What follows belongs to an exercise in optimizing a design on an open flow for small area, a short achievable clock period and few clock cycles; a production flow would make more cautious choices.
At most, simulation tests tie the RTL to the original design; equivalence was not proved.

==> module hex2dec, before the edit <==
module hex2dec (
    input start,
    input [15:0] hex_data,
    output [7:0] ascii_data,
    output reg valid,
    output ready,
    input clk,
    input rstn
);
    reg [16:0] r;
    reg [3:0]  dig;
    reg [2:0]  ph;       
    assign ready = (ph == 3'd4) || (ph == 3'd7);
    wire accept = start & ready;
    function automatic ge(input [12:0] x, input [12:0] k);
        integer i;
        begin
            ge = 1'b1;
            for (i = 0; i < 13; i = i + 1)
                ge = k[i] ? (x[i] & ge) : (x[i] | ge);
        end
    endfunction
    wire [12:0] rh = r[16:4];
    wire [9:0] g;
    assign g[0] = 1'b1;
    genvar k;
    generate
        for (k = 1; k < 10; k = k + 1) begin : cmp
            assign g[k] = ge(rh, 625 * k);
        end
    endgenerate
    wire [9:0] oh = g & ~{1'b0, g[9:1]};     
    reg [3:0]  q;
    reg [11:0] c;        
    integer j;
    always @(*) begin
        q = 4'd0;
        c = 12'd0;
        for (j = 1; j < 10; j = j + 1) begin
            q = q | ({4{oh[j]}} & j[3:0]);
            c = c | ({12{oh[j]}} & 12'((j * 3125) % 4096));
        end
    end
    wire [16:0] t = {r[15:0], 1'b0} + {r[13:0], 3'b000};    
    wire [16:0] r_next = {t[16:5] - c, t[4:0]};
    always @(posedge clk)
        r <= accept ? {1'b0, hex_data} : r_next;
    always @(posedge clk)
        dig <= q;
    always @(posedge clk or negedge rstn)
        if (!rstn) begin
            ph <= 3'd6;
            valid <= 1'b0;
        end else begin
            valid <= (ph <= 3'd4);
            if (accept)
                ph <= 3'd0;
            else if (ph >= 3'd4)
                ph <= 3'd7;
            else
                ph <= ph + 3'd1;
        end
    assign ascii_data = {4'h3, dig};
endmodule
clock: 6.0 ns
lec_check: 0
cap_margin: 20
core_margin: 2
core_utilization: 40
slew_margin: 20
standard.sh (not shown) runs the stock make flow with config.mk's settings and CLKGATE_MAP_FILE= SYNTH_SCRIPT=/design/flow/synth_recipe.tcl, a recipe that flattens the netlist after the stock synthesis.
==> flow/flow/run.sh <==
#!/bin/bash
# Own layout flow: the standard synthesis, then its combinational logic mapped
# again by ABC for area (flip-flops kept as the standard synthesis made them:
# same instances, names and cells), then the standard flow from floorplan on.
set -euo pipefail
W=$(pwd)
R=$W/orfs/results/$FLOW_PLATFORM/hex2dec/base
L=$W/orfs/logs/$FLOW_PLATFORM/hex2dec/base
LIB=$FLOW_HOME/platforms/$FLOW_PLATFORM/lib/sky130_fd_sc_hd__tt_025C_1v80.lib
YOSYS=yosys
[[ -x $FLOW_HOME/../tools/install/yosys/bin/yosys ]] && YOSYS=$FLOW_HOME/../tools/install/yosys/bin/yosys
# ABC script for the second mapping: delay-targeted mapping with gate sizing
ABC_ARGS="-script $W/flow/abc.script"

bash standard.sh synth > $W/log_standard_synth.txt 2>&1
cp $R/1_2_yosys.v $W/standard_1_2_yosys.v

$YOSYS -q -l $W/log_cells.txt -p "read_liberty -ignore_miss_func $LIB; write_verilog -noattr $W/cells_all.v" > /dev/null
python3 $W/flow/comb_cells.py $W/cells_all.v $W/cells_comb.v

DU=$(grep -o -- "-dont_use [^ ]*" $L/1_2_yosys.log | sort -u | tr '\n' ' ')
cat > $W/resynth.ys <<EOY
read_liberty -lib $LIB
read_verilog $W/standard_1_2_yosys.v
hierarchy -top $FLOW_TOP
techmap -map $W/cells_comb.v
techmap
opt -fast
opt -purge
abc $ABC_ARGS -liberty $LIB $DU
opt_clean -purge
hilomap -singleton -hicell sky130_fd_sc_hd__conb_1 HI -locell sky130_fd_sc_hd__conb_1 LO
insbuf -buf sky130_fd_sc_hd__buf_4 A X
opt_clean -purge
stat -liberty $LIB
check -assert -mapped
write_verilog -noattr -nohex -nodec $W/resynth.v
EOY
$YOSYS -l $W/log_resynth.txt $W/resynth.ys > /dev/null
cp $W/resynth.v $R/1_2_yosys.v
rm -f $R/1_synth.odb
bash standard.sh "BUFFER_PORTS_ARGS=-buffer_cell sky130_fd_sc_hd__buf_1" finish > $W/log_standard_finish.txt 2>&1
==> flow/flow/abc.script <==
strash
balance
rewrite
refactor
balance
rewrite
rewrite -z
balance
refactor -z
rewrite -z
balance
balance
rewrite
refactor
balance
rewrite
rewrite -z
balance
refactor -z
rewrite -z
balance
dch -f
map -D 1800
buffer
upsize -D 1800
dnsize -D 1800
==> flow/flow/comb_cells.py <==
# Keep the combinational cells from Yosys's functional models of the
# library (read_liberty output): no flip-flops, latches, tie or tristate cells.
import re, sys
src = open(sys.argv[1]).read()
out = []
for body, name in re.findall(r'(module (\S+?)\(.*?endmodule)', src, re.S):
    if 'always' in body or ' reg ' in body or 'conb' in name or "'z" in body or 'bz' in body:
        continue
    if 'assign' not in body:
        continue
    out.append(body)
open(sys.argv[2], 'w').write('\n\n'.join(out) + '\n')
Next try:
--- a/flow/design.v
+++ b/flow/design.v
@@ -5,5 +5,5 @@
     output [7:0] ascii_data,
     output reg valid,
-    output ready,
+    output reg ready,
     input clk,
     input rstn
@@ -12,5 +12,4 @@
     reg [3:0]  dig;
     reg [2:0]  ph;       
-    assign ready = (ph == 3'd4) || (ph == 3'd7);
     wire accept = start & ready;
     function automatic ge(input [12:0] x, input [12:0] k);
@@ -51,14 +50,16 @@
     always @(posedge clk or negedge rstn)
         if (!rstn) begin
-            ph <= 3'd6;
+            ph <= 3'd7;
             valid <= 1'b0;
+            ready <= 1'b0;
         end else begin
-            valid <= (ph <= 3'd4);
+            valid <= (ph != 3'd7);
             if (accept)
                 ph <= 3'd0;
-            else if (ph >= 3'd4)
+            else if (ph == 3'd4)
                 ph <= 3'd7;
-            else
+            else if (ph != 3'd7)
                 ph <= ph + 3'd1;
+            ready <= ~accept & (ph == 3'd3 || ph == 3'd4 || ph == 3'd7);
         end
     assign ascii_data = {4'h3, dig};
The new run completed with no timing, DRC or antenna violations.
Worst setup slack gains 0.078 ns.
Utilization stays flat.
Synthesized cell count grows by 2.0%.
Design area goes down by 0.75%.
Via count rises by 1.9%.
Final cell count climbs by 2.1%.
Routed wire length went down by 1.6%.
Clock-buffer cell count rises by 1.
Die area fell by 1.5%.
Synthesized area is lower by 1.6%.
Maximum frequency goes up by 2.7%.
Testbench counts after the change, summed over its fixed seeds: cycles 1,936.
Only the layout flow was run in the first run of this note; the RTL was not checked for function there.

## what the ideal ports hide
How much do the figures lean on ideal ports? The routed layouts below were timed once more, with nothing changed but the port constraints. Step 1, drivers: a clkbuf_16 drives clk and a buf_2 each remaining input, both assumed. Step 2, shift: input delay + t, output delay - t, t = (earliest + latest rising clock arrival at the registers) / 2. This alone moves slack from input paths to output paths. Three values: no drivers, after step 1, after step 2; two values: the first two.
run	t, ns	setup slack, ns	worst setup path after step 2
the first run	0.305	3.011 / 3.011 / 3.011	register to register
the second run	0.299	3.089 / 3.089 / 3.089	register to register
After both steps every run listed still meets setup and hold.
